Background: an optimization exercise with open tools, aiming at small area, a short achievable clock period and few clock cycles per item. Do not read the settings as production practice. In this exercise RTL edits were held to simulation tests only and were not proved equivalent to the original. Power is estimated from default activity; no workload was simulated.

===== design.v =====
module spiral #(
  parameter DATA_WIDTH = 8,
  parameter R_WIDTH  = 3,
  parameter C_WIDTH  = 3
)
(
  input  logic                  clk,
  input  logic                  rstn,
  input  logic [R_WIDTH-1:0]    row,  
  input  logic [C_WIDTH-1:0]    col,  
  input  logic [DATA_WIDTH-1:0] data_in,
  input  logic                  data_in_valid,
  output logic                  data_in_rdy,
  output logic [DATA_WIDTH-1:0] data_out,
  output logic                  data_out_valid,
  input  logic                  data_out_rdy
);
  localparam int N = 7;
  localparam logic [N-1:0] LO = 7'b0000001;    
  localparam logic [N-1:0] HI = 7'b1000000;    
  function automatic logic [N-1:0] rev(input logic [N-1:0] x);
    for (int k = 0; k < N; k++) rev[k] = x[N-1-k];
  endfunction
  function automatic logic [N-1:0] dec1(input logic [2:0] x);
    dec1 = '0;
    for (int k = 0; k < N; k++) if (x == 3'(k + 1)) dec1[k] = 1'b1;
  endfunction
  logic [DATA_WIDTH-1:0] mem [0:N-1][0:N-1];
  logic [N*N-1:0]        full;
  function automatic logic full_at(input logic [N-1:0] r, input logic [N-1:0] c,
                                   input logic [N*N-1:0] f);
    logic [N-1:0] hit;
    for (int i = 0; i < N; i++) hit[i] = r[i] && |(f[i*N +: N] & c);
    full_at = |hit;
  endfunction
  function automatic logic same(input logic [N-1:0] r0, input logic [N-1:0] c0,
                                input logic [N-1:0] r1, input logic [N-1:0] c1);
    same = |(r0 & r1) && |(c0 & c1);
  endfunction
  logic [N-1:0] wrow, wcol;
  logic         wo;
  logic         wfire, w_eor, w_eom, first_w;
  logic         up;             
  assign wfire   = data_in_valid && data_in_rdy;
  logic eor_q, lr_q;
  assign first_w = wo ? (wrow[N-1] && wcol[N-1]) : (wrow[0] && wcol[0]);
  assign w_eor   = first_w ? (col == 3'd1) : eor_q;
  assign w_eom   = w_eor && (first_w ? (row == 3'd1) : lr_q);
  logic [N-1:0] a_col, b_row, b_col, c_rc;
  assign a_col = wo ? (wcol >> 1) : (wcol << 1);
  assign b_row = wo ? (wrow >> 1) : (wrow << 1);
  logic a_eor, b_lr;        
  assign a_eor = |((wo ? rev(a_col) : a_col) & dec1(col));
  assign b_lr  = |((wo ? rev(b_row) : b_row) & dec1(row));
  assign b_col = wo ? HI : LO;
  assign c_rc  = wo ? LO : HI;
  localparam logic [1:0] D_R = 2'd0, D_D = 2'd1, D_L = 2'd2, D_U = 2'd3;
  logic         ract, ro, rok;
  logic [N-1:0] rrow, rcol;
  logic [1:0]   rdir;
  logic [2:0]   cnt, hn, vn;    
  logic         rfire, seg_end, rdone;
  logic r_wcur, byp, rav;
  assign r_wcur  = ract && same(wrow, wcol, rrow, rcol);
  assign byp     = !rok && wfire && r_wcur;
  assign rav     = rok || byp;
  assign rfire   = rav && (!data_out_valid || data_out_rdy);
  assign seg_end = (cnt == 3'd1);
  assign rdone   = seg_end && (rdir[0] ? (hn == 3'd1) : (vn == 3'd1));
  logic [1:0]   ndir;
  logic [N-1:0] adv_row, adv_col;
  always_comb begin
    ndir = seg_end ? rdir + 2'd1 : rdir;
    adv_row = rrow; adv_col = rcol;
    case (ndir)
      D_R: adv_col = ro ? (rcol >> 1) : (rcol << 1);
      D_D: adv_row = ro ? (rrow >> 1) : (rrow << 1);
      D_L: adv_col = ro ? (rcol << 1) : (rcol >> 1);
      default: adv_row = ro ? (rrow << 1) : (rrow >> 1);
    endcase
  end
  logic [5:0] qs [0:1];
  logic         ro_s;
  logic [N-1:0] s_rc;
  logic         start_ok;
  logic [5:0]   rshape;
  assign ro_s     = ract ? ~ro : ro;
  assign s_rc     = ro_s ? HI : LO;
  logic rc_cur, rc_a, rc_b, rc_c;      
  assign rc_cur = rfire && same(rrow, rcol, wrow, wcol);
  assign rc_a   = rfire && same(rrow, rcol, wrow, a_col);
  assign rc_b   = rfire && same(rrow, rcol, b_row, b_col);
  assign rc_c   = rfire && same(rrow, rcol, c_rc, c_rc);
  logic fcol_lo, fcol_hi;
  logic w_f_a, w_f_b, w_f_c, w_busy_n;
  assign w_f_a = full_at(wrow, a_col, full) && !rc_a;
  assign w_f_b = full_at(b_row, b_col, full) && !rc_b;
  assign w_f_c = (full_at(c_rc, c_rc, full) && !rc_c) ||
                 (same(wrow, wcol, c_rc, c_rc) && !(byp && rfire));
  always_comb begin
    if (!wfire)      w_busy_n = !data_in_rdy && up && !rc_cur;
    else if (!w_eor) w_busy_n = w_f_a;
    else if (!w_eom) w_busy_n = w_f_b;
    else             w_busy_n = w_f_c;
  end
  logic [N-1:0] frow, fcol;
  always_comb
    for (int k = 0; k < N; k++) begin
      frow[k] = 1'b0; fcol[k] = 1'b0;
      for (int i = 0; i < N; i++) begin
        frow[k] = frow[k] | (rrow[i] && full[i*N + k]);
        fcol[k] = fcol[k] | (rcol[i] && full[k*N + i]);
      end
    end
  logic r_f_adv, r_f_s;
  assign r_f_adv = (ndir[0] ? |(fcol & adv_row) : |(frow & adv_col)) ||
                   (wfire && same(wrow, wcol, adv_row, adv_col));
  logic r_full_s;
  assign r_full_s = full_at(s_rc, s_rc, full);
  assign r_f_s    = r_full_s || (wfire && same(wrow, wcol, s_rc, s_rc));
  assign start_ok = r_f_s;
  assign rshape   = r_full_s ? qs[ro_s] : {row, col};
  always_ff @(posedge clk or negedge rstn) begin
    if (!rstn) begin
      wrow <= LO; wcol <= LO; wo <= 1'b0;
      eor_q <= 1'b0; lr_q <= 1'b0;
      data_in_rdy <= 1'b0;
      up <= 1'b0;
      ract <= 1'b0; ro <= 1'b0; rok <= 1'b0;
      data_out_valid <= 1'b0;
      full <= '0;
    end else begin
      data_in_rdy <= !w_busy_n;
      up <= 1'b1;
      if (wfire) begin
        if (!w_eor) begin
          wcol <= a_col;
          eor_q <= a_eor;
          if (first_w) lr_q <= (row == 3'd1);
        end else if (!w_eom) begin
          wrow <= b_row; wcol <= b_col;
          eor_q <= (col == 3'd1);
          lr_q <= b_lr;
        end else begin
          wrow <= c_rc; wcol <= c_rc; wo <= ~wo;
        end
      end
      if (!ract || (rfire && rdone)) begin
        if (ract) ro <= ~ro;
        ract <= start_ok;
        rok  <= start_ok;
      end else if (rfire) begin
        rok  <= r_f_adv;
      end else begin
        rok <= rav;
      end
      if (rfire) data_out_valid <= 1'b1;
      else if (data_out_rdy) data_out_valid <= 1'b0;
      for (int i = 0; i < N; i++)
        for (int j = 0; j < N; j++) begin
          if (rfire && rrow[i] && rcol[j]) full[i*N+j] <= 1'b0;
          else if (wfire && wrow[i] && wcol[j]) full[i*N+j] <= 1'b1;
        end
    end
  end
  always_ff @(posedge clk) begin
    if (wfire && first_w) qs[wo] <= {row, col};
    if (!ract || (rfire && rdone)) begin
      rdir <= D_R;
      cnt  <= rshape[2:0];
      hn   <= rshape[2:0];
      vn   <= rshape[5:3];
      rrow <= s_rc; rcol <= s_rc;
    end else if (rfire) begin
      rdir <= ndir;
      if (seg_end) begin
        if (rdir[0]) begin cnt <= hn - 3'd1; hn <= hn - 3'd1; end
        else         begin cnt <= vn - 3'd1; vn <= vn - 3'd1; end
      end else cnt <= cnt - 3'd1;
      rrow <= adv_row; rcol <= adv_col;
    end
  end
  logic [DATA_WIDTH-1:0] colv [0:N-1];
  logic [DATA_WIDTH-1:0] rdata;
  always_comb begin
    for (int j = 0; j < N; j++) begin
      colv[j] = '0;
      for (int i = 0; i < N; i++) colv[j] = colv[j] | (mem[i][j] & {DATA_WIDTH{rrow[i]}});
    end
    rdata = '0;
    for (int j = 0; j < N; j++) rdata = rdata | (colv[j] & {DATA_WIDTH{rcol[j]}});
  end
  always_ff @(posedge clk) begin
    for (int i = 0; i < N; i++)
      for (int j = 0; j < N; j++)
        if (wfire && wrow[i] && wcol[j]) mem[i][j] <= data_in;
    if (rfire) data_out <= rok ? rdata : data_in;
  end
endmodule

===== run.sh =====
#!/bin/bash
# synth_recipe.tcl (not shown) runs the flow's synth.tcl, then flattens the netlist and writes it again
# the make line also repeats each setting of config.mk as NAME=value (left out here)
make -C /OpenROAD-flow-scripts/flow DESIGN_CONFIG=/design/flow/config.mk WORK_HOME=/design/flow/orfs CLKGATE_MAP_FILE= SYNTH_SCRIPT=/design/flow/synth_recipe.tcl finish

===== constraint.sdc =====
create_clock -name core_clock -period 7.0 [get_ports {clk}]
set_input_delay 1.4000 -clock core_clock [delete_from_list [all_inputs] [get_ports {clk}]]
set_output_delay 1.4000 -clock core_clock [all_outputs]
set_load 0.01 [all_outputs]

===== config.mk =====
export PLATFORM = sky130hd
export DESIGN_NAME = spiral
export DESIGN_NICKNAME = spiral
export VERILOG_FILES = /design/flow/design.v
export SDC_FILE = /design/flow/constraint.sdc
export NUM_CORES = 4
export LEC_CHECK = 0
export CAP_MARGIN = 20
export CORE_MARGIN = 2
export CORE_UTILIZATION = 50
export SETUP_SLACK_MARGIN = 4.3
export SLEW_MARGIN = 20

==> out/results.txt, run 1 <==
CP peak stage delay: 0.38 ns
Reg area: 14,900 sq um
clock root buffer master: clkbuf_16
status: complete, no violations
Seq/Total Area, Yosys: 0.701
CP arrival: 1.26 ns
synth warn: 3
vias per cell: 6.99
# fillers: 3,293
insertion delay to the later sink of the worst-skew pair: 0.62 ns
Synthesized Nets: 1,516
Comb power frac: 0.283
Routed WL per cell: 32.0 um
count leader, synth: edfxtp_1
number of CTS-inserted buffers: 52
setup TNS: 0 ns
Hold Path Class: reg -> reg
worst-path fanout max: 2
Peak Freq: 376 MHz
# diodes: 0
kind of critical path: reg -> out
gp weighted congestion: 0.946
FP Rows: 75
#FFs+latches synth: 509
first-pass GRT wire length: 97.5 mm
total wire length: 66.0 mm
core footprint: 41,900 sq um
Sw Ratio: 0.355
remaining antenna violation count after routing: 0
total power: 9590 uW
synth unique cells: 67
syn_area_per_cell: 14.2 sq um
Clock Sinks: 509
Post-synth EDFFs: 435
via count: 14,422
post-synth top area share: 0.615
crit path from: data_out_valid
ys async rst share: 0.141
layout cells sized above 1: 0.144
Area Growth Syn to Fin: 12.9%
htree depth: 2
nets: 1,506
Final Hold Viols: 0
# port buffers: 27
sequential power share: 0.415
number of antenna violations at the first check in global routing: 1
Worst VDD drop: 0.000230 V
final setup fails: 0
P_leak: 0.00816 uW
RSZ-0062 raised after global routing: true
max_slew headroom: 0.342
Die Ht: 210 um
MaxCap Viol Count: 0
fin crit share: 0.380
GRT overflow: 0
hold path startpoint: lr_q
All-Layer GR Usage: 0.303
Syn Std Cell Area: 21,300 sq um
worst slew pin tran: 0.987 ns
CP required: 5.60 ns
Pwr Density: 400 nW/um^2
die width: 210 um
die footprint: 44,200 sq um
Initial DRC Count: 2,381
Worst Setup End Kind: primary output
NetSw: 3400 uW
family with the most delay on the worst path: flip-flops
Detail Placement HPWL: 38.7 mm
Crit-path slowest cell: dfrtp_1
synth cell count leaders: edfxtp_1 (435), a22oi_1 (177), a222oi_1 (90)
Worst R2R Start: rrow[0]
Detailed Routing Iterations Pass 1: 9
Buf/Inv on CP: 1
CP cell instances: dlygate4sd2_1
Final Slew Violations: 0
area of the multi-input gates: 5960 sq um
Starting Density: 0.507
cell count after synthesis: 1,492
Yosys top cell by area: edfxtp_1
Setup crit start kind: register
Clock Power Share: 0.303
fin crit period: 2.66 ns
vias in the first global route: 13,885
CTS tree: built
CTS clock-pin slew for the worst setup and hold paths: 0.06 ns
io pins: 28
clk_skew: 0.0402 ns
Int Power: 6180 uW
Synth area leaders: edfxtp_1 (61%), dfrtp_1 (8.2%), a22oi_1 (6.3%), a222oi_1 (4.2%), nand3_1 (2.0%)
clk buf depth: 3
Residual DRC: 0
largest net degree at the start of global routing: 73
Top FF cell, synth: edfxtp_1
## power by group through the flow
stage               combinational, uW  sequential, uW  clock (uW)
floorplan                        1780            3750           0
global placement                 2480            4010           0
detailed placement               2490            4010           0
CTS                              2560            3950        2950
global route                     2880            3980        3060
finish                           2710            3970        2900
## path summary, 6_finish.rpt
check | end | depth (start not counted) | slack, ns
min in group asynchronous | wcol[5] | 1 | 0.94
min reg2reg | lr_q | 2 | 0.54
min | lr_q | 2 | 0.54
max | data_out_valid | 1 | 4.34
max in group asynchronous | wo | 1 | 5.38
max reg2reg | data_out[3] | 5 | 4.36
## cells in the final DEF, fill, tap and decap left out, drive strengths merged, types with 12 or more instances in the layout
cell type    n
nor3        16
a222oi      90
o21ai       54
mux2i       14
nand3       83
dfrtp       70
clkbuf      66
a22oi      177
and3        52
a2bb2oi     23
buf         53
mux2        19
clkinv      22
nand2       62
and2        17
edfxtp     435
a21oi       46
inv         12
nor2        71
## metal layers
metal	GRT usage	vias up	wire [um]
li1	-	6079	-
met1	0.442	7317	26700
met2	0.463	854	30000
met3	0.0569	172	6830
met4	0.101	0	2390
met5	0	-	0
## final cells by class
class,count,area share
well taps,539,0.0281
repair buffers,66,0.0230
inverters,13,0.00313
clock buffers,63,0.0577
multi-input cells,840,0.248
clock inverters,34,0.0180
flip-flops and latches,509,0.622
## registers in the layout (all words and copies together), names as in the netlist, 2 cells and up
register / flops
wrow: 7
rcol: 7
mem: 392
vn: 3
wcol: 7
qs: 12
cnt: 3
data_out: 8
rrow: 7
full: 49
hn: 3
rdir: 2
## through the flow
| step | instance area, sq um | std cells | utilization | setup WS [ns] | hold slack (ns) |
|---|---|---|---|---|---|
| after floorplan | 21400 | 1492 | - | 4.27 | 0.481 |
| after global placement | 21900 | 1956 | 0.522 | 3.14 | 0.515 |
| after detailed placement | 21900 | 1956 | 0.522 | 3.03 | 0.520 |
| after CTS | 23900 | 2060 | 0.569 | 4.30 | 0.536 |
| after global routing | 24000 | 2064 | 0.572 | 4.25 | 0.586 |
| final | 24000 | 2064 | 0.572 | 4.34 | 0.540 |
## kinds of logic after synthesis
logic type	share of synthesized area
buffers and inverters	0.0292
adders and majority gates	0.00353
muxes	0.0202
xor gates and xnor gates	0.00648
AOI/OAI and AO/OA	0.162
and+or+nand+nor	0.0767
other	0.000176
DFF	0.701
## repair_timing
action / 4_1_cts / 5_1_grt
gates resized for setup: 77 / 33
cloned: 2 / 0
pin swaps: 4 / 8
buffers inserted: 5 / 4
hold buffers: 0 / 0
endpoints found under the setup margin: 496 / 127
Testbench counts, summed over its fixed seeds: cycles 9,408, items 8,134.
==> run 2: changes to the inputs <==
--- a/config.mk
+++ b/config.mk
@@ -8,5 +8,7 @@
 export CAP_MARGIN = 20
 export CORE_MARGIN = 2
 export CORE_UTILIZATION = 50
-export SETUP_SLACK_MARGIN = 4.3
+export CTS_CLUSTER_DIAMETER = 80
+export CTS_CLUSTER_SIZE = 20
+export SETUP_SLACK_MARGIN = 4.5
 export SLEW_MARGIN = 20
==> run 2 against run 1 <==
Effect of this change:
- die area unchanged
- still clean
- flip-flop and latch count unchanged
- utilization down 0.60 points
- combinational power up about 10%
- worst hold slack better by 0.0089 ns
- critical path type is now reg -> reg
- first-iteration DRC count down 2.2%
- critical path depth up 5
- area after synthesis unchanged
- clock skew down 0.0092 ns
- worst setup slack worse by 0.032 ns
==> out/results.txt, run 2 <==
Final Util: 0.566 (-0.00596)
remaining antenna violation count after routing: 0 (unchanged)
RSZ-0062 raised after global routing: true
core footprint: 41,900 sq um (unchanged)
total wire length: 67.1 mm (+1.8%)
Hold Path End: lr_q
syn_area_per_cell: 14.2 sq um (unchanged)
# diodes: 0 (unchanged)
Pwr Density: 372 nW/um^2 (-7.0%)
CP required: 7.31 ns (+1.71 ns)
max_slew headroom: 0.337 (-0.00479)
Final Slew Violations: 0 (unchanged)
insertion delay to the later sink of the worst-skew pair: 0.61 ns (about the same)
Final Hold Viols: 0 (unchanged)
gp weighted congestion: 0.950 (+0.49%)
Setup crit start kind: register
Hold Path Class: reg -> reg
Post-synth EDFFs: 435 (unchanged)
vias per cell: 7.04 (+0.78%)
ys async rst share: 0.141 (unchanged)
status: complete, no violations
# port buffers: 27 (unchanged)
most frequent cells in the layout: edfxtp_1 (435), a22oi_1 (175), a222oi_1 (90)
Worst R2R Start: rrow[5]
GRT overflow: 0 (unchanged)
Synthesized Nets: 1,516 (unchanged)
final setup fails: 0 (unchanged)
clock root buffer master: clkbuf_16
most common cell after layout, fill and taps aside: edfxtp_1
Largest Register: mem
cell count after synthesis: 1,492 (unchanged)
Worst VDD drop: 0.000245 V (+6.7%)
die footprint: 44,200 sq um (unchanged)
io pins: 28 (unchanged)
Area Growth Syn to Fin: 11.7%
number of antenna violations at the first check in global routing: 0 (-1)
All-Layer GR Usage: 0.299 (-0.00467)
CTS tree: built
#FFs+latches synth: 509 (unchanged)
first-pass GRT wire length: 95.8 mm (-1.8%)
Starting Density: 0.507 (unchanged)
via count: 14,485 (+0.44%)
clk_skew: 0.0311 ns (-0.00917 ns)
P_leak: 0.00797 uW (-2.3%)
CP arrival: 3.00 ns (+1.74 ns)
fin crit share: 0.385 (+0.00452)
number of CTS-inserted buffers: 31 (-40%)
max FFs per register: 392 (unchanged)
worst setup margin: 4.31 ns (-0.0316 ns)
layout cells sized above 1: 0.171 (+0.0277)
Critical R2R Capture: data_out[3]
worst slew pin tran: 0.994 ns (+0.00718 ns)
Top FF cell, synth: edfxtp_1
kind of critical path: reg -> reg
Yosys top cell by area: edfxtp_1
CTS clock-pin slew for the worst setup and hold paths: 0.09 ns (+0.03 ns)
nets: 1,518 (+0.80%)
Die Ht: 210 um (unchanged)
Worst Setup End Kind: register
Detailed Routing Iterations Pass 1: 7 (-2)
post-synth top area share: 0.615 (unchanged)
Synth area leaders: edfxtp_1 (61%), dfrtp_1 (8.2%), a22oi_1 (6.3%), a222oi_1 (4.2%), nand3_1 (2.0%)
largest registers: mem x392, full x49, qs x12
synth cell count leaders: edfxtp_1 (435), a22oi_1 (177), a222oi_1 (90)
synth unique cells: 67 (unchanged)
Clock Sinks: 509 (unchanged)
Seq/Total Area, Yosys: 0.701 (unchanged)
clk buf depth: 3 (unchanged)
MaxCap Viol Count: 0 (unchanged)
htree depth: 1 (-1)
FP Rows: 75 (unchanged)
Peak Freq: 371 MHz (-1.2%)
Syn Std Cell Area: 21,300 sq um (unchanged)
die width: 210 um (unchanged)
count leader, synth: edfxtp_1
Routed WL per cell: 32.6 um (+2.1%)
hold path startpoint: lr_q
DP Worst Slack: 2.96 ns (-0.0727 ns)
synth warn: 3 (unchanged)
worst-path fanout max: 47 (+45)
total power: 8830 uW (-7.9%)
hold depth: 2 (unchanged)
Reg2Reg Setup Slack: 4.31 ns (-0.05 ns)
crit path from: rrow[5]
vias in the first global route: 13,448 (-3.1%)
Residual DRC: 0 (unchanged)
Initial DRC Count: 2,328 (-2.2%)
fin crit period: 2.69 ns (+0.0316 ns)
setup TNS: 0 ns (unchanged)
largest net degree at the start of global routing: 73 (unchanged)
Detail Placement HPWL: 38.1 mm (-1.5%)
cells on worst reg2reg path: 6 (+1)
## run 2: worst max-delay path: stages (launching register included)
cell	delay (ns)
edfxtp_1	0.37
buf_4	0.27
buf_12	0.26
a22oi_1	0.19
nand3_1	0.15
a222oi_1	0.88
a41oi_1	0.22
## run 2: metal layers
layer,track usage,part of all wire,vias to the layer above
met4,0.0780,0.029,0
met5,0,0,-
met2,0.457,0.45,873
li1,-,-,6079
met1,0.431,0.41,7413
met3,0.0729,0.11,120
## run 2: where the power goes
group	internal [uW]	switching, uW
logic	1090	1890
clock network	871	999
registers	3550	424
## run 2: worst max path at each step
stage	end	slack, ns
2_1_floorplan	data_in_rdy	4.24
3_3_place_gp	vn[1]	3.04
3_5_place_dp	full[22]	2.96
4_1_cts	data_out[5]	4.35
5_1_grt	data_out[3]	4.31
6_report	data_out[3]	4.31
## run 2: layout make-up
type | count | area [sq um]
clock buffer | 53 | 880
tap | 539 | 674
timing repair buffer | 99 | 998
multi-input combinational | 840 | 6140
fill | 3340 | 18200
inverter | 13 | 75.1
sequential | 509 | 14900
clock inverter | 4 | 56.3
## run 2: cell families (layout without fill, tap and decap cells)
logic type	Yosys count	in the layout	synth area share
xor gates and xnor gates	14	14	0.00648
and+or+nand+nor	330	332	0.0767
adders and majority gates	6	6	0.00353
DFF	509	509	0.701
muxes	36	36	0.0202
other	1	1	0.000176
buffers and inverters	145	169	0.0292
AOI/OAI and AO/OA	451	451	0.162
## run 2: metrics by stage
stage	cells	instance area, sq um	hold slack (ns)
final	2057	23700	0.549
after floorplan	1492	21500	0.481
after detailed placement	1956	22000	0.530
after global placement	1956	22000	0.521
after global routing	2057	23700	0.584
after CTS	2032	23400	0.552
## run 2: repair_timing
item,4_1_cts,5_1_grt
setup endpoints to repair,535,120
setup buffers,14,23
cloned,5,2
pin swaps,10,21
resized for setup,105,35
hold buffers,0,0
==> run 3: changes to the inputs <==
--- a/config.mk
+++ b/config.mk
@@ -10,5 +10,5 @@
 export CORE_UTILIZATION = 50
 export CTS_CLUSTER_DIAMETER = 80
 export CTS_CLUSTER_SIZE = 20
-export SETUP_SLACK_MARGIN = 4.5
+export SETUP_SLACK_MARGIN = 4.65
 export SLEW_MARGIN = 20
==> run 3 against run 2 <==
Effect of this change:
- flip-flop and latch count unchanged
- largest cell class unchanged
- largest power group is now combinational logic
- highest routed layer is now met5
- non-clock buffer count increased by 92
- sequential power decreased by 1%
- via count increased by 7.0%
- critical endpoint is now data_out[5]
- cell area increased by 7.8%
- register-to-register slack improved by 0.14 ns
- clock skew decreased by 0.015 ns
- cell count increased by 4.7%
==> out/results.txt, run 3 <==
Synthesized Nets: 1,516 (unchanged)
Setup crit start kind: register
CP cell instances: buf_2
Post-synth EDFFs: 435 (unchanged)
die width: 210 um (unchanged)
Worst path depth: 1 (-5)
hold depth: 2 (unchanged)
Syn Std Cell Area: 21,300 sq um (unchanged)
count leader, synth: edfxtp_1
max_slew headroom: 0.288 (-0.0493)
Detailed Routing Iterations Pass 1: 10 (+3)
worst slew pin tran: 1.07 ns (+0.0740 ns)
synth cell count leaders: edfxtp_1 (435), a22oi_1 (177), a222oi_1 (90)
Buf/Inv on CP: 1 (-1)
GRT overflow: 0 (unchanged)
total wire length: 75.3 mm (+12%)
most frequent cells in the layout: edfxtp_1 (435), a22oi_1 (172), buf_4 (94)
Largest Register: mem
cell count after synthesis: 1,492 (unchanged)
# diodes: 0 (unchanged)
final setup fails: 0 (unchanged)
family with the most delay on the worst path: flip-flops
nets: 1,614 (+6.3%)
#FFs+latches synth: 509 (unchanged)
Starting Density: 0.507 (unchanged)
number of antenna violations at the first check in global routing: 2 (+2)
Crit-path slowest cell: edfxtp_1
Worst VDD drop: 0.000252 V (+3.0%)
Detail Placement HPWL: 38.4 mm (+0.68%)
io pins: 28 (unchanged)
Residual DRC: 0 (unchanged)
crit path from: data_out[5]
largest registers: mem x392, full x49, qs x12
hold path startpoint: lr_q
Pwr Density: 383 nW/um^2 (+3.0%)
clock root buffer master: clkbuf_16
ys async rst share: 0.141 (unchanged)
clk_skew: 0.0156 ns (-0.0154 ns)
CP arrival: 1.26 ns (-1.74 ns)
synth unique cells: 67 (unchanged)
FP Rows: 75 (unchanged)
htree depth: 1 (unchanged)
first-pass GRT wire length: 102 mm (+6.3%)
number of CTS-inserted buffers: 30 (-3.2%)
RSZ-0062 raised after global routing: true
most common cell after layout, fill and taps aside: edfxtp_1
Seq/Total Area, Yosys: 0.701 (unchanged)
Worst Setup End Kind: primary output
Clock Sinks: 509 (unchanged)
Worst R2R Start: rrow[2]
Hold Path Class: reg -> reg
Final Slew Violations: 0 (unchanged)
Synth area leaders: edfxtp_1 (61%), dfrtp_1 (8.2%), a22oi_1 (6.3%), a222oi_1 (4.2%), nand3_1 (2.0%)
clk buf depth: 3 (unchanged)
via count: 15,501 (+7.0%)
fin crit period: 2.66 ns (-0.0310 ns)
CTS tree: built
Final Hold Viols: 0 (unchanged)
All-Layer GR Usage: 0.320 (+0.0217)
post-layout instance area: 25,600 sq um (+7.8%)
synth warn: 3 (unchanged)
MaxCap Viol Count: 0 (unchanged)
CP required: 5.60 ns (-1.71 ns)
Die Ht: 210 um (unchanged)
total power: 9800 uW (+11%)
die footprint: 44,200 sq um (unchanged)
Top FF cell, synth: edfxtp_1
syn_area_per_cell: 14.2 sq um (unchanged)
Yosys top cell by area: edfxtp_1
kind of critical path: reg -> out
remaining antenna violation count after routing: 0 (unchanged)
vias per cell: 7.20 (+2.2%)
fin crit share: 0.380 (-0.00443)
vias in the first global route: 14,003 (+4.1%)
largest net degree at the start of global routing: 73 (unchanged)
insertion delay to the later sink of the worst-skew pair: 0.62 ns (about the same)
CTS clock-pin slew for the worst setup and hold paths: 0.09 ns (about the same)
P_leak: 0.00872 uW (+9.4%)
core footprint: 41,900 sq um (unchanged)
gp weighted congestion: 0.960 (+0.99%)
status: complete, no violations
# fillers: 3,143 (-5.9%)
Routed WL per cell: 35.0 um (+7.2%)
Initial DRC Count: 2,727 (+17%)
worst-path fanout max: 1 (-98%)
placed cell area: 22,200 sq um (+0.81%)
setup TNS: 0 ns (unchanged)
cells on worst reg2reg path: 6 (unchanged)
layout cells sized above 1: 0.268 (+0.0964)
Peak Freq: 376 MHz (+1.2%)
CP peak stage delay: 0.46 ns (-0.42 ns)
Final Util: 0.610 (+0.0441)
Area Growth Syn to Fin: 20.4%
max FFs per register: 392 (unchanged)
post-synth top area share: 0.615 (unchanged)
# port buffers: 27 (unchanged)
run 3: cell types whose count changed in the layout (fill, tap and decap cells not counted), sizes merged:
cell,previous run,this run
clkinvlp,0,2
inv,15,14
bufbuf,2,9
clkdlybuf4s50,7,5
buf,82,163
dlygate4sd2,2,4
and3,52,55
dlymetal6s2s,1,0
clkbuf,57,61
o21a,1,2
run 3: logic make-up (layout without fill, tap and decap cells):
family | after synthesis | after routing | share of synthesized area
compound gates | 451 | 452 | 0.162
xor+xnor | 14 | 14 | 0.00648
mux | 36 | 36 | 0.0202
fa+ha+maj | 6 | 6 | 0.00353
buf+inv | 145 | 261 | 0.0292
flops | 509 | 509 | 0.701
other cells | 1 | 1 | 0.000176
simple gates | 330 | 335 | 0.0767
run 3: worst min-delay path: cells and delay by family (launching register included):
family,cells,cell delay (ns)
AND/OR/NAND/NOR,1,0.09
flip-flops,1,0.38
AO/OA/AOI/OAI,1,0.05
run 3: area by class of cell:
type | instances | area, sq um | share of cell area
flip-flops and latches | 509 | 14900 | 0.584
multi-input cells | 844 | 6700 | 0.262
repair buffers | 191 | 2290 | 0.0894
clock buffers | 52 | 843 | 0.0329
well taps | 539 | 674 | 0.0263
inverters | 13 | 78.8 | 0.00308
clock inverters | 4 | 51.3 | 0.00200
repair inverters | 1 | 20.0 | 0.000782
run 3: timing repair:
item,4_1_cts,5_1_grt
pin swaps,41,89
gates resized for setup,178,143
hold buffers,0,0
gates cloned,16,11
endpoints found under the setup margin,544,178
setup buffers,61,51
run 3: stage by stage:
step / setup slack [ns] / hold slack, ns / cells
4_1_cts: 4.33 / 0.547 / 2091
5_1_grt: 4.34 / 0.607 / 2153
3_5_place_dp: 2.89 / 0.523 / 1958
3_3_place_gp: 2.98 / 0.524 / 1958
6_report: 4.34 / 0.555 / 2153
2_1_floorplan: 4.24 / 0.496 / 1492
run 3: metal layers:
metal	up-vias	wire length [um]	global-route usage
met5	-	28	0
met2	1090	33700	0.487
met4	4	3080	0.106
met1	7894	29400	0.459
met3	222	9120	0.0746
li1	6291	-	-
run 3: worst paths after layout:
path                                to  slack [ns]
setup / recovery           data_out[5]        4.34
hold / removal                    lr_q        0.55
setup reg to reg           data_out[4]        4.45
hold reg to reg                   lr_q        0.55
max in group asynchronous      wrow[2]        5.36
min in group asynchronous           ro        0.90
run 3: where the power goes:
part           total [uW]  internal [uW]  switching, uW
sequential           3930           3560            373
clock                1830            831           1000
combinational        4030           1650           2390
==> run 4: changes to the inputs <==
--- a/config.mk
+++ b/config.mk
@@ -9,6 +9,6 @@
 export CORE_MARGIN = 2
 export CORE_UTILIZATION = 50
 export CTS_CLUSTER_DIAMETER = 80
-export CTS_CLUSTER_SIZE = 20
-export SETUP_SLACK_MARGIN = 4.65
+export CTS_CLUSTER_SIZE = 25
+export SETUP_SLACK_MARGIN = 4.5
 export SLEW_MARGIN = 20
==> run 4 against run 3 <==
Effect of this change:
- utilization decreased by 4.2 points
- area after synthesis unchanged
- cell area down 6.9%
- clock skew up 0.016 ns
- combinational power shrank 26%
- sequential share of layout area rose by 4.3 points
- worst hold slack barely moved
- wire length is 11% lower
- largest power group is now registers
==> out/results.txt, run 4 <==
Post-Layout Cell Count: 2,055 (-4.6%)
Worst VDD drop: 0.000223 V (-12%)
Largest Register: mem
first-pass GRT wire length: 95.8 mm (-5.9%)
insertion delay to the later sink of the worst-skew pair: 0.60 ns (-0.02 ns)
synth unique cells: 67 (unchanged)
All-Layer GR Usage: 0.299 (-0.0215)
number of antenna violations at the first check in global routing: 0 (-2)
CP required: 7.52 ns (+1.92 ns)
Area Growth Syn to Fin: 12.1%
Post-synth EDFFs: 435 (unchanged)
most frequent cells in the layout: edfxtp_1 (435), a22oi_1 (173), a222oi_1 (90)
vias in the first global route: 13,500 (-3.6%)
gp weighted congestion: 0.950 (-0.98%)
CTS clock-pin slew for the worst setup and hold paths: 0.09 ns (about the same)
Synthesized Nets: 1,516 (unchanged)
ys async rst share: 0.141 (unchanged)
Synth area leaders: edfxtp_1 (61%), dfrtp_1 (8.2%), a22oi_1 (6.3%), a222oi_1 (4.2%), nand3_1 (2.0%)
io pins: 28 (unchanged)
Placed Instances: 1,956 (-0.10%)
clock root buffer master: clkbuf_16
Reg area: 14,900 sq um (about the same)
syn_area_per_cell: 14.2 sq um (unchanged)
htree depth: 1 (unchanged)
Starting Density: 0.507 (unchanged)
most common cell after layout, fill and taps aside: edfxtp_1
largest net degree at the start of global routing: 73 (unchanged)
kind of critical path: reg -> reg
Setup crit start kind: register
clk buf depth: 3 (unchanged)
vias per cell: 7.04 (-2.2%)
Detailed Routing Iterations Pass 1: 9 (-1)
Clock Sinks: 509 (unchanged)
worst slew pin tran: 1.01 ns (-0.0599 ns)
# fillers: 3,342 (+6.3%)
Syn Std Cell Area: 21,300 sq um (unchanged)
cell count after synthesis: 1,492 (unchanged)
Peak Freq: 375 MHz (-0.32%)
#FFs+latches synth: 509 (unchanged)
die footprint: 44,200 sq um (unchanged)
Initial DRC Count: 2,207 (-19%)
fin crit period: 2.67 ns (+0.00867 ns)
max FFs per register: 392 (unchanged)
Final Slew Violations: 0 (unchanged)
final setup fails: 0 (unchanged)
synth warn: 3 (unchanged)
Crit-path slowest cell: dfrtp_1
CP arrival: 3.19 ns (+1.93 ns)
Top FF cell, synth: edfxtp_1
area of the multi-input gates: 6170 sq um (-7.9%)
fin crit share: 0.381 (+0.00124)
die width: 210 um (unchanged)
placed cell area: 22,000 sq um (-0.80%)
Seq/Total Area, Yosys: 0.701 (unchanged)
Residual DRC: 0 (unchanged)
CP cell instances: inv_1 > o21ai_2 > a22oi_1 > nand3_1 > a222oi_1 > a31o_1 > o311a_1
number of CTS-inserted buffers: 28 (-6.7%)
# port buffers: 27 (unchanged)
Hold Path Class: reg -> reg
GRT overflow: 0 (unchanged)
CTS tree: built
post-synth top area share: 0.615 (unchanged)
synth cell count leaders: edfxtp_1 (435), a22oi_1 (177), a222oi_1 (90)
max_slew headroom: 0.328 (+0.0399)
Final Hold Viols: 0 (unchanged)
Die Ht: 210 um (unchanged)
nets: 1,517 (-6.0%)
remaining antenna violation count after routing: 0 (unchanged)
Yosys top cell by area: edfxtp_1
Worst Setup End Kind: register
P_leak: 0.00800 uW (-8.3%)
total wire length: 67.0 mm (-11%)
Worst Hold Slack: 0.554 ns (-0.000210 ns)
cells on worst reg2reg path: 7 (+1)
setup TNS: 0 ns (unchanged)
clk_skew: 0.0319 ns (+0.0163 ns)
Pwr Density: 373 nW/um^2 (-2.6%)
Detail Placement HPWL: 38.1 mm (-0.67%)
largest registers: mem x392, full x49, qs x12
status: complete, no violations
post-layout instance area: 23,800 sq um (-6.9%)
DP Worst Slack: 2.96 ns (+0.0702 ns)
CP peak stage delay: 0.59 ns (+0.13 ns)
worst-path fanout max: 11 (+10)
worst setup margin: 4.33 ns (-0.00867 ns)
layout cells sized above 1: 0.182 (-0.0861)
core footprint: 41,900 sq um (unchanged)
MaxCap Viol Count: 0 (unchanged)
count leader, synth: edfxtp_1
Routed WL per cell: 32.6 um (-6.8%)
via count: 14,472 (-6.6%)
FP Rows: 75 (unchanged)
hold depth: 2 (unchanged)
RSZ-0062 raised after global routing: true
## run 4: worst paths after layout
| path | start | end | slack [ns] |
|---|---|---|---|
| setup / recovery | wcol[4] | data_in_rdy | 4.33 |
| hold / removal | lr_q | lr_q | 0.55 |
| setup reg to reg | wcol[4] | data_in_rdy | 4.33 |
| hold reg to reg | lr_q | lr_q | 0.55 |
| max in group asynchronous | rstn | wo | 5.37 |
| min in group asynchronous | rstn | eor_q | 0.92 |
## run 4: logic make-up (layout without fill, tap and decap cells)
kind of cell | count (synthesis) | count (layout) | share of synthesized area
XOR/XNOR | 14 | 14 | 0.00648
adder cells (fa/ha/maj) | 6 | 6 | 0.00353
flip-flops | 509 | 509 | 0.701
buffers and inverters | 145 | 165 | 0.0292
multiplexers | 36 | 36 | 0.0202
AND/OR/NAND/NOR | 330 | 332 | 0.0767
AO/OA/AOI/OAI | 451 | 452 | 0.162
other | 1 | 2 | 0.000176
## run 4: report_power, final
part | switching, uW | internal [uW] | total (uW)
Combinational | 1890 | 1100 | 2990
Sequential | 426 | 3560 | 3980
Clock | 1020 | 888 | 1910
Total | 3340 | 5540 | 8880
## run 4: what timing repair did
action / in CTS / in global routing
resized for setup: 106 / 42
cloned: 5 / 3
pin swaps: 10 / 22
setup buffers: 14 / 24
setup endpoints to repair: 535 / 119
endpoints found under the hold margin: 0 / 0
hold buffers: 0 / 0
## run 4: metrics by stage
step | util | total power (uW)
global route | 0.568 | 9150
finish | 0.568 | 8880
floorplan | - | 5540
detailed placement | 0.526 | 6510
CTS | 0.559 | 8630
global placement | 0.526 | 6490
## run 4: area by class of cell
| cell class | count | area share |
|---|---|---|
| antenna | 1 | 0.000105 |
| multi-input combinational | 841 | 0.259 |
| sequential | 509 | 0.627 |
| tap | 539 | 0.0283 |
| clock buffer | 40 | 0.0326 |
| clock inverter | 12 | 0.00788 |
| inverter | 13 | 0.00315 |
| timing repair buffer | 100 | 0.0423 |
## run 4: critical path: cells and delay by family, from the launching register on
| kind | cells | cell delay (ns) |
|---|---|---|
| flops | 1 | 0.59 |
| compound gates | 5 | 1.46 |
| simple gates | 1 | 0.13 |
| buf+inv | 1 | 0.41 |
## run 4: per-layer routing
| layer | up-vias | GRT usage | wire length (um) |
|---|---|---|---|
| met5 | - | 0 | 0 |
| met4 | 0 | 0.0863 | 2360 |
| met3 | 138 | 0.0656 | 7500 |
| met2 | 906 | 0.457 | 29900 |
| met1 | 7354 | 0.434 | 27300 |
| li1 | 6074 | - | - |
==> run 5: changes to the inputs <==
--- a/config.mk
+++ b/config.mk
@@ -8,7 +8,7 @@
 export CAP_MARGIN = 20
 export CORE_MARGIN = 2
 export CORE_UTILIZATION = 50
-export CTS_CLUSTER_DIAMETER = 80
-export CTS_CLUSTER_SIZE = 25
+export CTS_CLUSTER_DIAMETER = 90
+export CTS_CLUSTER_SIZE = 30
 export SETUP_SLACK_MARGIN = 4.5
 export SLEW_MARGIN = 20
==> run 5 against run 4 <==
Effect of this change:
- still clean on timing, DRC and antenna
- utilization fell by 0.16 points
- register-to-register slack improved by 0.08 ns
- area after synthesis did not move
- clock skew fell by 0.0084 ns
- critical path depth fell by 6
- cell area fell by 0.27%
- total power fell by 2.3%
- die area did not move
- wire length rose by 2.0%
- worst setup slack improved by 0.060 ns
- non-clock buffer count rose by 16
- critical path type is now reg -> out
==> out/results.txt, run 5 <==
status: complete, no violations
clock root buffer master: clkbuf_16
most common cell after layout, fill and taps aside: edfxtp_1
Crit-path slowest cell: edfxtp_1
setup TNS: 0 ns (unchanged)
DP Worst Slack: 2.96 ns (unchanged)
Residual DRC: 0 (unchanged)
Pwr Density: 365 nW/um^2 (-2.0%)
hold depth: 2 (unchanged)
max_slew headroom: 0.321 (-0.00675)
Synth area leaders: edfxtp_1 (61%), dfrtp_1 (8.2%), a22oi_1 (6.3%), a222oi_1 (4.2%), nand3_1 (2.0%)
die footprint: 44,200 sq um (unchanged)
CP arrival: 1.21 ns (-1.98 ns)
Final Slew Violations: 0 (unchanged)
Seq/Total Area, Yosys: 0.701 (unchanged)
Routed WL per cell: 33.2 um (+1.9%)
count leader, synth: edfxtp_1
Starting Density: 0.507 (unchanged)
Area Growth Syn to Fin: 11.8%
CP required: 5.60 ns (-1.92 ns)
Hold Path Class: reg -> reg
gp weighted congestion: 0.950 (unchanged)
synth unique cells: 67 (unchanged)
insertion delay to the later sink of the worst-skew pair: 0.59 ns (about the same)
Final Hold Viols: 0 (unchanged)
clk_skew: 0.0235 ns (-0.00836 ns)
worst-path fanout max: 1 (-10)
Worst R2R Start: rrow[2]
synth cell count leaders: edfxtp_1 (435), a22oi_1 (177), a222oi_1 (90)
cells on worst reg2reg path: 9 (+2)
RSZ-0062 raised after global routing: true
# diodes: 0 (-1)
kind of critical path: reg -> out
number of antenna violations at the first check in global routing: 0 (unchanged)
#FFs+latches synth: 509 (unchanged)
hold path startpoint: lr_q
largest registers: mem x392, full x49, qs x12
core footprint: 41,900 sq um (unchanged)
Die Ht: 210 um (unchanged)
Detail Placement HPWL: 38.1 mm (unchanged)
largest family of logic cells by synthesized area: compound AO/OA/AOI/OAI gates
Hold Buf Count CTS: 0 (unchanged)
total wire length: 68.4 mm (+2.0%)
Synthesized Nets: 1,516 (unchanged)
nets: 1,528 (+0.73%)
number of CTS-inserted buffers: 22 (-21%)
vias per cell: 7.11 (+0.98%)
Yosys top cell by area: edfxtp_1
Worst VDD drop: 0.000240 V (+7.4%)
first-pass GRT wire length: 96.7 mm (+0.94%)
fin crit period: 2.61 ns (-0.0600 ns)
P_leak: 0.00799 uW (-0.11%)
Post-Synth Adder-Cell Area: 0.00353 (unchanged)
Worst Setup End Kind: primary output
# port buffers: 27 (unchanged)
syn_area_per_cell: 14.2 sq um (unchanged)
max FFs per register: 392 (unchanged)
ys async rst share: 0.141 (unchanged)
vias in the first global route: 13,475 (-0.19%)
All-Layer GR Usage: 0.301 (+0.00261)
Peak Freq: 383 MHz (+2.3%)
worst slew pin tran: 1.02 ns (+0.0101 ns)
Post-synth EDFFs: 435 (unchanged)
clk buf depth: 3 (unchanged)
CTS clock-pin slew for the worst setup and hold paths: 0.11 ns (+0.02 ns)
mux share of post-synthesis cell area: 0.0202 (unchanged)
die width: 210 um (unchanged)
fin crit share: 0.373 (-0.00857)
cell count after synthesis: 1,492 (unchanged)
Compound-Gate Fraction of Synth Area: 0.162 (unchanged)
layout cells sized above 1: 0.183 (+0.00138)
post-synthesis simple-gate area fraction: 0.0767 (unchanged)
synth warn: 3 (unchanged)
worst setup margin: 4.39 ns (+0.0600 ns)
post-synthesis xor/xnor area fraction: 0.00648 (unchanged)
CP peak stage delay: 0.46 ns (-0.13 ns)
Worst path depth: 1 (-6)
Initial DRC Count: 2,338 (+5.9%)
MaxCap Viol Count: 0 (unchanged)
remaining antenna violation count after routing: 0 (unchanged)
Syn Std Cell Area: 21,300 sq um (unchanged)
post-synth top area share: 0.615 (unchanged)
GRT overflow: 0 (unchanged)
largest net degree at the start of global routing: 73 (unchanged)
via count: 14,642 (+1.2%)
Setup crit start kind: register
crit path from: data_out[0]
Clock Sinks: 509 (unchanged)
Detailed Routing Iterations Pass 1: 9 (unchanged)
io pins: 28 (unchanged)
htree depth: 1 (unchanged)
final setup fails: 0 (unchanged)
Final Util: 0.567 (-0.00155)
Buf/Inv on CP: 1 (unchanged)
family with the most delay on the worst path: flip-flops
FP Rows: 75 (unchanged)
CTS tree: built
Largest Register: mem
Top FF cell, synth: edfxtp_1
CP cell instances: buf_2
most frequent cells in the layout: edfxtp_1 (435), a22oi_1 (174), a222oi_1 (90)
[run 5: final timing paths]
kind                                to  slack, ns
max                        data_out[0]       4.39
min reg2reg                       lr_q       0.55
max in group asynchronous           wo       5.37
min                               lr_q       0.55
max reg2reg                data_in_rdy       4.41
min in group asynchronous        eor_q       0.93
[run 5: kinds of logic (layout without fill, tap and decap cells)]
logic type	count (synthesis)	in the layout
compound gates	451	451
xor+xnor	14	14
fa+ha+maj	6	6
buf+inv	145	171
flops	509	509
mux	36	36
other cells	1	1
simple gates	330	332
[run 5: per-layer routing]
metal | wire, um | global-route usage | up-vias
met2 | 30700 | 0.465 | 941
met1 | 27500 | 0.439 | 7466
met3 | 7930 | 0.0623 | 147
met5 | 0 | 0 | -
li1 | - | - | 6088
met4 | 2280 | 0.0814 | 0
[run 5: power by group]
part	leakage (uW)	switching [uW]	internal [uW]
clock	0.000332	947	638
sequential	0.00487	408	3560
combinational	0.00279	1960	1170
total	0.00799	3310	5360
[run 5: what timing repair did]
| item | in CTS | in global routing |
|---|---|---|
| pin swaps | 13 | 25 |
| buffers inserted | 15 | 36 |
| hold endpoints to repair | 0 | 0 |
| cloned | 8 | 4 |
| setup endpoints to repair | 535 | 93 |
| gates resized for setup | 116 | 44 |
[run 5: worst register-to-register path, delay by kind of cell (launching register included)]
kind                   cells  cell delay (ns)
AND/OR/NAND/NOR            3             0.37
AO/OA/AOI/OAI              4             1.15
flip-flops                 1             0.54
buffers and inverters      2             0.42
[run 5: per-stage QoR]
stage               hold WS [ns]  power (uW)  std cells  cell area (sq um)
detailed placement         0.530        6510       1956              22000
finish                     0.552        8680       2059              23800
CTS                        0.554        8340       2019              23200
floorplan                  0.481        5540       1492              21500
global placement           0.521        6490       1956              22000
global route               0.585        8950       2059              23800
[run 5: final cells by class]
class / instances / area (sq um)
inverters: 13 / 78.8
clock buffers: 34 / 617
well taps: 539 / 674
repair inverters: 2 / 17.5
clock inverters: 6 / 75.1
repair buffers: 116 / 1210
fillers: 3332 / 18200
flip-flops and latches: 509 / 14900
multi-input cells: 840 / 6160
==> run 6: changes to the inputs <==
--- a/config.mk
+++ b/config.mk
@@ -7,7 +7,7 @@
 export LEC_CHECK = 0
 export CAP_MARGIN = 20
 export CORE_MARGIN = 2
-export CORE_UTILIZATION = 50
+export CORE_UTILIZATION = 60
 export CTS_CLUSTER_DIAMETER = 90
 export CTS_CLUSTER_SIZE = 30
 export SETUP_SLACK_MARGIN = 4.5
==> run 6 against run 5 <==
Effect of this change:
- still clean
- die area is 16% lower
- flip-flop and latch count stayed put
- wire length is 3.5% lower
- critical path type unchanged
==> out/results.txt, run 6 <==
cells on worst reg2reg path: 8 (-1)
worst setup margin: 4.36 ns (-0.0312 ns)
Worst path depth: 1 (unchanged)
Area Growth Syn to Fin: 10.8%
Yosys top cell by area: edfxtp_1
most common cell after layout, fill and taps aside: edfxtp_1
Setup crit start kind: register
Hold Path Class: reg -> reg
remaining antenna violation count after routing: 0 (unchanged)
fin crit period: 2.64 ns (+0.0312 ns)
Starting Density: 0.612 (+0.106)
CP required: 5.60 ns (about the same)
Hold Path End: lr_q
hold depth: 2 (unchanged)
vias in the first global route: 13,722 (+1.8%)
GRT overflow: 0 (unchanged)
syn_area_per_cell: 14.2 sq um (unchanged)
Seq/Total Area, Yosys: 0.701 (unchanged)
Syn Std Cell Area: 21,300 sq um (unchanged)
Top FF cell, synth: edfxtp_1
Buf/Inv on CP: 1 (unchanged)
ys async rst share: 0.141 (unchanged)
FP Rows: 68 (-9.3%)
Critical R2R Capture: data_out[3]
gp weighted congestion: 0.956 (+0.62%)
Worst R2R Start: rrow[0]
Worst VDD drop: 0.000544 V (+130%)
die footprint: 36,900 sq um (-16%)
htree depth: 1 (unchanged)
MaxCap Viol Count: 0 (unchanged)
Residual DRC: 0 (unchanged)
Crit-path slowest cell: edfxtp_1
number of CTS-inserted buffers: 21 (-4.5%)
placed cell area: 21,900 sq um (-0.65%)
DP Worst Slack: 2.99 ns (+0.0321 ns)
most frequent cells in the layout: edfxtp_1 (435), a22oi_1 (175), a222oi_1 (90)
via count: 14,671 (+0.20%)
Largest Register: mem
All-Layer GR Usage: 0.352 (+0.0506)
core footprint: 34,700 sq um (-17%)
Synthesized Nets: 1,516 (unchanged)
CTS tree: built
Detailed Routing Iterations Pass 1: 9 (unchanged)
worst-path fanout max: 1 (unchanged)
P_leak: 0.00794 uW (-0.63%)
RSZ-0062 raised after global routing: true
Final Slew Violations: 0 (unchanged)
vias per cell: 7.46 (+4.9%)
largest net degree at the start of global routing: 73 (unchanged)
family with the most delay on the worst path: flip-flops
post-synth top area share: 0.615 (unchanged)
#FFs+latches synth: 509 (unchanged)
setup TNS: 0 ns (unchanged)
Final Hold Viols: 0 (unchanged)
Routed WL per cell: 33.6 um (+1.1%)
layout cells sized above 1: 0.183 (-0.000355)
insertion delay to the later sink of the worst-skew pair: 0.57 ns (-0.02 ns)
Worst Setup End Kind: primary output
count leader, synth: edfxtp_1
Die Ht: 192 um (-8.5%)
worst slew pin tran: 0.990 ns (-0.0283 ns)
Pwr Density: 363 nW/um^2 (-0.54%)
Initial DRC Count: 2,615 (+12%)
Hold Buf Count CTS: 0 (unchanged)
fin crit share: 0.377 (+0.00445)
clk buf depth: 3 (unchanged)
CP cell instances: buf_2
die width: 192 um (-8.5%)
max_slew headroom: 0.340 (+0.0189)
post-layout instance area: 23,500 sq um (-0.92%)
io pins: 28 (unchanged)
CTS clock-pin slew for the worst setup and hold paths: 0.11 ns (about the same)
CP arrival: 1.24 ns (+0.03 ns)
kind of critical path: reg -> out
synth unique cells: 67 (unchanged)
# diodes: 0 (unchanged)
clk_skew: 0.0180 ns (-0.00559 ns)
Final Util: 0.678 (+0.112)
CP peak stage delay: 0.49 ns (+0.03 ns)
Peak Freq: 379 MHz (-1.2%)
Clock Sinks: 509 (unchanged)
nets: 1,521 (-0.46%)
first-pass GRT wire length: 93.9 mm (-2.9%)
synth cell count leaders: edfxtp_1 (435), a22oi_1 (177), a222oi_1 (90)
number of antenna violations at the first check in global routing: 0 (unchanged)
clock root buffer master: clkbuf_16
hold path startpoint: lr_q
Synth area leaders: edfxtp_1 (61%), dfrtp_1 (8.2%), a22oi_1 (6.3%), a222oi_1 (4.2%), nand3_1 (2.0%)
final setup fails: 0 (unchanged)
total wire length: 66.0 mm (-3.5%)
Post-synth EDFFs: 435 (unchanged)
max FFs per register: 392 (unchanged)
largest registers: mem x392, full x49, qs x12
cell count after synthesis: 1,492 (unchanged)
status: complete, no violations
Detail Placement HPWL: 37.3 mm (-2.1%)
# port buffers: 27 (unchanged)
synth warn: 3 (unchanged)
Reg2Reg Setup Slack: 4.48 ns (+0.07 ns)
total power: 8550 uW (-1.5%)
-- run 6: layout make-up --
class,instances,area (sq um)
timing repair inverter,2,17.5
inverter,13,78.8
clock buffer,35,599
timing repair buffer,110,1140
sequential,509,14900
multi-input combinational,840,6160
clock inverter,3,40.0
fill,2453,11200
tap,455,569
-- run 6: how the worst max path moves through the flow --
stage | to | slack, ns | startpoint
after floorplan | data_in_rdy | 4.24 | data_in_valid
after global placement | vn[1] | 3.06 | data_in_valid
after detailed placement | full[45] | 2.99 | data_in_valid
after CTS | data_out[6] | 4.38 | data_out[6]
after global routing | data_out[6] | 4.36 | data_out[6]
final | data_out[5] | 4.36 | data_out[5]
-- run 6: cell families after synthesis --
family	count (synthesis)	share of synthesized area
AOI/OAI and AO/OA	451	0.162
xor gates and xnor gates	14	0.00648
adders and majority gates	6	0.00353
buffers and inverters	145	0.0292
DFF	509	0.701
muxes	36	0.0202
other	1	0.000176
and+or+nand+nor	330	0.0767
-- run 6: through the flow --
step | hold slack, ns | std cells
3_3_place_gp | 0.526 | 1870
6_report | 0.547 | 1967
5_1_grt | 0.581 | 1967
4_1_cts | 0.551 | 1925
2_1_floorplan | 0.481 | 1492
3_5_place_dp | 0.523 | 1870
-- run 6: power by group --
group	total, uW	switching [uW]	internal (uW)
logic	3070	1940	1130
clock network	1530	918	611
registers	3960	399	3560
-- run 6: metal layers --
metal | track usage | part of all wire
met5 | 0 | 0
met4 | 0.117 | 0.040
met3 | 0.0713 | 0.13
met2 | 0.526 | 0.45
met1 | 0.522 | 0.38
-- run 6: what timing repair did --
item | CTS | global route
buffers inserted | 14 | 33
gates cloned | 3 | 9
pin swaps | 14 | 26
gates resized for setup | 115 | 66
setup endpoints to repair | 541 | 148
==> run 7: changes to the inputs <==
--- a/config.mk
+++ b/config.mk
@@ -7,8 +7,9 @@
 export LEC_CHECK = 0
 export CAP_MARGIN = 20
 export CORE_MARGIN = 2
-export CORE_UTILIZATION = 60
-export CTS_CLUSTER_DIAMETER = 90
-export CTS_CLUSTER_SIZE = 30
+export CORE_UTILIZATION = 50
+export CTS_CLUSTER_DIAMETER = 100
+export CTS_CLUSTER_SIZE = 24
+export PLACE_DENSITY = 0.7
 export SETUP_SLACK_MARGIN = 4.5
 export SLEW_MARGIN = 20
==> run 7 against run 6 <==
Effect of this change:
- count of clock-buffer cells in the layout rose by 9
- flip-flop and latch count did not move
- utilization fell by 11 points
- cell area rose by 0.66%
- area after synthesis did not move
- worst hold slack improved by 0.0026 ns
- total power rose by 0.99%
- clock skew barely moved
- worst setup slack improved by 0.048 ns
- sequential share of layout area fell by 0.48 points
- register-to-register slack got worse by 0.07 ns
- via count rose by 1.1%
- still clean on timing, DRC and antenna
- critical path type unchanged
==> out/results.txt, run 7 <==
Crit-path slowest cell: edfxtp_1
Setup crit start kind: register
clk buf depth: 3 (unchanged)
Syn Std Cell Area: 21,300 sq um (unchanged)
largest net degree at the start of global routing: 73 (unchanged)
CTS clock-pin slew for the worst setup and hold paths: 0.10 ns (about the same)
fin crit share: 0.370 (-0.00693)
Worst VDD drop: 0.000241 V (-56%)
worst slew pin tran: 1.03 ns (+0.0417 ns)
Worst Hold Slack: 0.550 ns (+0.00264 ns)
CP cell instances: buf_2
most frequent cells in the layout: edfxtp_1 (435), a22oi_1 (175), a222oi_1 (90)
Hold Path Class: reg -> reg
hold path startpoint: lr_q
P_leak: 0.00795 uW (+0.11%)
worst setup margin: 4.41 ns (+0.0485 ns)
Buf/Inv on CP: 1 (unchanged)
synth cell count leaders: edfxtp_1 (435), a22oi_1 (177), a222oi_1 (90)
most common cell after layout, fill and taps aside: edfxtp_1
Clock Sinks: 509 (unchanged)
total power: 8640 uW (+0.99%)
cells on worst reg2reg path: 7 (-1)
Detailed Routing Iterations Pass 1: 9 (unchanged)
via count: 14,829 (+1.1%)
layout cells sized above 1: 0.171 (-0.0116)
RSZ-0062 raised after global routing: true
Int Power: 5380 uW (+1.5%)
Final Util: 0.565 (-0.113)
die footprint: 44,200 sq um (+20%)
Synth area leaders: edfxtp_1 (61%), dfrtp_1 (8.2%), a22oi_1 (6.3%), a222oi_1 (4.2%), nand3_1 (2.0%)
largest registers: mem x392, full x49, qs x12
fin crit period: 2.59 ns (-0.0485 ns)
vias in the first global route: 14,082 (+2.6%)
hold depth: 2 (unchanged)
Synthesized Nets: 1,516 (unchanged)
Reg area: 14,900 sq um (-0.11%)
Critical R2R Capture: data_in_rdy
max FFs per register: 392 (unchanged)
CP required: 5.60 ns (about the same)
ys async rst share: 0.141 (unchanged)
post-synth top area share: 0.615 (unchanged)
die width: 210 um (+9.3%)
Worst Setup End Kind: primary output
core footprint: 41,900 sq um (+21%)
Initial DRC Count: 2,582 (-1.3%)
Reg2Reg Setup Slack: 4.41 ns (-0.07 ns)
clock root buffer master: clkbuf_16
max_slew headroom: 0.312 (-0.0278)
Peak Freq: 386 MHz (+1.9%)
vias per cell: 7.24 (-3.0%)
htree depth: 1 (unchanged)
count leader, synth: edfxtp_1
insertion delay to the later sink of the worst-skew pair: 0.57 ns (about the same)
Area Growth Syn to Fin: 11.5%
Top FF cell, synth: edfxtp_1
synth warn: 3 (unchanged)
Largest Register: mem
sequential power share: 0.454 (-0.009)
Pwr Density: 364 nW/um^2 (+0.33%)
Hold Path End: lr_q
area of the multi-input gates: 6180 sq um (+0.28%)
Final Slew Violations: 0 (unchanged)
Detail Placement HPWL: 36.5 mm (-2.2%)
status: complete, no violations
number of CTS-inserted buffers: 25 (+19%)
Seq/Total Area, Yosys: 0.701 (unchanged)
Die Ht: 210 um (+9.3%)
Final Hold Viols: 0 (unchanged)
CP peak stage delay: 0.45 ns (-0.04 ns)
clk_skew: 0.0185 ns (+0.000497 ns)
GRT overflow: 0 (unchanged)
final setup fails: 0 (unchanged)
#FFs+latches synth: 509 (unchanged)
setup TNS: 0 ns (unchanged)
nets: 1,515 (-0.39%)
Residual DRC: 0 (unchanged)
# fillers: 3,208 (+31%)
DP Worst Slack: 2.97 ns (-0.0125 ns)
family with the most delay on the worst path: flip-flops
syn_area_per_cell: 14.2 sq um (unchanged)
NetSw: 3260 uW (+0.14%)
Clock Power Share: 0.187 (+0.008)
gp weighted congestion: 0.966 (+0.98%)
cell count after synthesis: 1,492 (unchanged)
Worst R2R Start: wo
total wire length: 65.1 mm (-1.4%)
first-pass GRT wire length: 94.9 mm (+1.1%)
io pins: 28 (unchanged)
Yosys top cell by area: edfxtp_1
kind of critical path: reg -> out
All-Layer GR Usage: 0.290 (-0.0616)
MaxCap Viol Count: 0 (unchanged)
number of antenna violations at the first check in global routing: 1 (+1)
synth unique cells: 67 (unchanged)
CP arrival: 1.19 ns (-0.05 ns)
Routed WL per cell: 31.8 um (-5.3%)
Sw Ratio: 0.377 (-0.00319)
Comb power frac: 0.359 (about the same)
# port buffers: 27 (unchanged)
Post-synth EDFFs: 435 (unchanged)
FP Rows: 75 (+10%)
CTS tree: built
remaining antenna violation count after routing: 0 (unchanged)
Starting Density: 0.507 (-0.106)
worst-path fanout max: 1 (unchanged)
run 7: cell counts after synthesis:
Identical to the previous run, type by type.
run 7: metrics by stage:
stage,std cells,instance area [sq um]
6_report,2049,23700
5_1_grt,2048,23700
4_1_cts,2031,23400
3_5_place_dp,1953,22000
3_3_place_gp,1953,22000
2_1_floorplan,1492,21500
run 7: worst max path at each step:
| stage | slack, ns | end | cells past startpoint | startpoint |
|---|---|---|---|---|
| global placement | 3.07 | hn[2] | 8 | data_in_valid |
| finish | 4.41 | data_out[6] | 1 | data_out[6] |
| detailed placement | 2.97 | full[4] | 8 | data_in_valid |
| CTS | 4.38 | data_out[0] | 1 | data_out[0] |
| global route | 4.39 | rok | 11 | cnt[1] |
| floorplan | 4.24 | data_in_rdy | 10 | data_in_valid |
run 7: what timing repair did:
item,4_1_cts,5_1_grt
setup buffers,25,14
cloned,8,3
endpoints found under the hold margin,0,0
pin swaps,13,20
hold buffers,0,0
gates resized for setup,124,53
endpoints found under the setup margin,543,148
run 7: metal layers:
metal	up-vias	share of wire	track usage
li1	6065	-	-
met1	7410	0.37	0.399
met2	1116	0.45	0.453
met3	238	0.12	0.0672
met4	0	0.050	0.113
met5	-	0	0
run 7: power groups by stage:
stage,Sequential (uW),Clock [uW],Combinational (uW)
2_1_floorplan,3750,0,1790
3_3_place_gp,3950,0,2450
3_5_place_dp,3960,0,2490
4_1_cts,3890,1620,2830
5_1_grt,3930,1710,3240
6_report,3920,1610,3100
run 7: worst min-delay path: cells and delay by family, from the launching register on:
kind | cells | cell delay [ns]
AOI/OAI and AO/OA | 1 | 0.05
DFF | 1 | 0.39
and+or+nand+nor | 1 | 0.08
run 7: cell families after synthesis:
| kind of cell | after synthesis | share of synthesized area |
|---|---|---|
| AO/OA/AOI/OAI | 451 | 0.162 |
| multiplexers | 36 | 0.0202 |
| flip-flops | 509 | 0.701 |
| adder cells (fa/ha/maj) | 6 | 0.00353 |
| AND/OR/NAND/NOR | 330 | 0.0767 |
| buffers and inverters | 145 | 0.0292 |
| other | 1 | 0.000176 |
| XOR/XNOR | 14 | 0.00648 |
run 7: layout make-up:
type	count	area share
Antenna cell	1	0.000106
Sequential cell	509	0.630
Clock inverter	1	0.000845
Inverter	13	0.00275
Timing Repair inverter	1	0.000845
Tap cell	539	0.0285
Clock buffer	44	0.0298
Timing Repair Buffer	101	0.0468
Multi-Input combinational cell	840	0.261
==> run 8: changes to the inputs <==
--- a/config.mk
+++ b/config.mk
@@ -10,6 +10,6 @@
 export CORE_UTILIZATION = 50
 export CTS_CLUSTER_DIAMETER = 100
 export CTS_CLUSTER_SIZE = 24
-export PLACE_DENSITY = 0.7
+export PLACE_DENSITY = 0.8
 export SETUP_SLACK_MARGIN = 4.5
 export SLEW_MARGIN = 20
==> run 8 against run 7 <==
Effect of this change:
- total power is 1.2% higher
- clock skew is 0.024 ns higher
- register-to-register slack better by 0.03 ns
- critical path type unchanged
- synthesized cell count stayed put
- clock power is 2% higher
- flip-flop and latch count stayed put
- critical path depth stayed put
- wire length is 0.49% lower
- die area stayed put
- largest power group unchanged
- still clean
- sequential share of layout area is 0.37 points lower
==> out/results.txt, run 8 <==
Routed WL per cell: 31.3 um (-1.5%)
CP peak stage delay: 0.46 ns (about the same)
Final Slew Violations: 0 (unchanged)
first-pass GRT wire length: 94.0 mm (-0.94%)
FP Rows: 75 (unchanged)
GRT overflow: 0 (unchanged)
remaining antenna violation count after routing: 0 (unchanged)
#FFs+latches synth: 509 (unchanged)
Die Ht: 210 um (unchanged)
family with the most delay on the worst path: flip-flops
CP required: 5.60 ns (about the same)
insertion delay to the later sink of the worst-skew pair: 0.61 ns (+0.04 ns)
io pins: 28 (unchanged)
post-synthesis simple-gate area fraction: 0.0767 (unchanged)
most common cell after layout, fill and taps aside: edfxtp_1
Initial DRC Count: 2,873 (+11%)
total power: 8740 uW (+1.2%)
clk_skew: 0.0426 ns (+0.0241 ns)
Largest Register: mem
Detailed Routing Iterations Pass 1: 11 (+2)
clock root buffer master: clkbuf_16
Final Hold Viols: 0 (unchanged)
number of CTS-inserted buffers: 25 (unchanged)
largest family of logic cells by synthesized area: compound AO/OA/AOI/OAI gates
Synthesized Nets: 1,516 (unchanged)
# diodes: 0 (-1)
Worst Hold Slack: 0.555 ns (+0.00502 ns)
DP Worst Slack: 2.99 ns (+0.0149 ns)
Worst VDD drop: 0.000256 V (+6.1%)
core footprint: 41,900 sq um (unchanged)
MaxCap Viol Count: 0 (unchanged)
Reg2Reg Setup Slack: 4.44 ns (+0.03 ns)
synth warn: 3 (unchanged)
All-Layer GR Usage: 0.286 (-0.00472)
largest registers: mem x392, full x49, qs x12
Worst Setup End Kind: primary output
area of the multi-input gates: 6150 sq um (-0.43%)
number of antenna violations at the first check in global routing: 1 (unchanged)
Crit-path slowest cell: edfxtp_1
final setup fails: 0 (unchanged)
CTS clock-pin slew for the worst setup and hold paths: 0.09 ns (about the same)
# port buffers: 27 (unchanged)
Starting Density: 0.507 (unchanged)
Clock Sinks: 509 (unchanged)
Synth area leaders: edfxtp_1 (61%), dfrtp_1 (8.2%), a22oi_1 (6.3%), a222oi_1 (4.2%), nand3_1 (2.0%)
Post-synth EDFFs: 435 (unchanged)
crit path to: data_out[6]
max_slew headroom: 0.338 (+0.0261)
Seq/Total Area, Yosys: 0.701 (unchanged)
Critical R2R Capture: data_out[3]
Top FF cell, synth: edfxtp_1
setup TNS: 0 ns (unchanged)
CP cell instances: buf_2
Worst path depth: 1 (unchanged)
Syn Std Cell Area: 21,300 sq um (unchanged)
synth cell count leaders: edfxtp_1 (435), a22oi_1 (177), a222oi_1 (90)
nets: 1,536 (+1.4%)
synth unique cells: 67 (unchanged)
Area Growth Syn to Fin: 12.3%
Peak Freq: 378 MHz (-2.0%)
CP arrival: 1.24 ns (+0.05 ns)
fin crit period: 2.64 ns (+0.0516 ns)
crit path from: data_out[6]
RSZ-0062 raised after global routing: true
Worst R2R Start: rrow[3]
Hold Buf Count CTS: 0 (unchanged)
Hold Path Class: reg -> reg
gp weighted congestion: 0.989 (+2.5%)
total wire length: 64.8 mm (-0.49%)
Residual DRC: 0 (unchanged)
worst-path fanout max: 1 (unchanged)
via count: 15,082 (+1.7%)
syn_area_per_cell: 14.2 sq um (unchanged)
Post-Synth Adder-Cell Area: 0.00353 (unchanged)
die footprint: 44,200 sq um (unchanged)
mux share of post-synthesis cell area: 0.0202 (unchanged)
vias in the first global route: 14,349 (+1.9%)
P_leak: 0.00804 uW (+1.1%)
htree depth: 1 (unchanged)
largest net degree at the start of global routing: 73 (unchanged)
die width: 210 um (unchanged)
max FFs per register: 392 (unchanged)
kind of critical path: reg -> out
CTS tree: built
Detail Placement HPWL: 36.4 mm (-0.21%)
Reg area: 14,900 sq um (about the same)
cell count after synthesis: 1,492 (unchanged)
Buf/Inv on CP: 1 (unchanged)
Compound-Gate Fraction of Synth Area: 0.162 (unchanged)
post-synthesis xor/xnor area fraction: 0.00648 (unchanged)
ys async rst share: 0.141 (unchanged)
post-synth top area share: 0.615 (unchanged)
layout cells sized above 1: 0.184 (+0.0126)
worst slew pin tran: 0.993 ns (-0.0391 ns)
Final Util: 0.569 (+0.00382)
Yosys top cell by area: edfxtp_1
Setup crit start kind: register
count leader, synth: edfxtp_1
cells on worst reg2reg path: 6 (-1)
# fillers: 3,081 (-4.0%)
fin crit share: 0.378 (+0.00738)
most frequent cells in the layout: edfxtp_1 (435), a22oi_1 (176), a222oi_1 (90)
clk buf depth: 3 (unchanged)
vias per cell: 7.29 (+0.67%)
worst setup margin: 4.36 ns (-0.0516 ns)
status: complete, no violations
Pwr Density: 366 nW/um^2 (+0.56%)
[run 8: cell counts after synthesis]
No cell type changed its count.
[run 8: how the worst min path moves through the flow]
stage	startpoint	cells after the start	slack (ns)	end
floorplan	lr_q	2	0.48	lr_q
global placement	lr_q	2	0.52	lr_q
detailed placement	lr_q	2	0.53	lr_q
CTS	lr_q	2	0.56	lr_q
global route	up	2	0.58	data_in_rdy
finish	lr_q	2	0.55	lr_q
[run 8: metrics by stage]
stage,instances,area [sq um]
2_1_floorplan,1492,21500
5_1_grt,2070,23900
4_1_cts,2040,23400
6_report,2070,23900
3_5_place_dp,1959,22100
3_3_place_gp,1959,22100
[run 8: power breakdown]
part	leakage, uW	total (uW)	switching [uW]	internal (uW)
registers	0.00487	3960	408	3560
logic	0.00281	3130	1960	1170
clock network	0.000356	1650	946	705
total	0.00804	8740	3310	5430
[run 8: cells by family after synthesis]
logic type,Yosys count
flip-flops,509
AO/OA/AOI/OAI,451
AND/OR/NAND/NOR,330
buffers and inverters,145
multiplexers,36
XOR/XNOR,14
adder cells (fa/ha/maj),6
other,1
[run 8: repair_timing]
action	4_1_cts	5_1_grt
gates cloned	8	4
resized for setup	111	60
buffers inserted	27	26
endpoints found under the setup margin	529	112
pin swaps	14	24
[run 8: final cells by class]
class | instances | area share
repair inverters | 1 | 0.000262
repair buffers | 122 | 0.0540
well taps | 539 | 0.0283
multi-input cells | 840 | 0.258
inverters | 13 | 0.00236
clock buffers | 44 | 0.0296
clock inverters | 2 | 0.00168
flip-flops and latches | 509 | 0.626
[run 8: layer usage]
layer | track usage | part of all wire | vias to the layer above
met1 | 0.377 | 0.35 | 7421
met3 | 0.0660 | 0.14 | 263
met5 | 0 | 0.00026 | -
met4 | 0.136 | 0.053 | 2
li1 | - | - | 6105
met2 | 0.451 | 0.46 | 1291

Re-timed with assumed drivers on the ports (clkbuf_16 on the clock, buf_2 on other inputs), run 8 has 4.303 ns of setup slack against 4.356 ns with ideal ports, and 3.906 ns once port delays also move by the mid clock arrival of 0.644 ns.
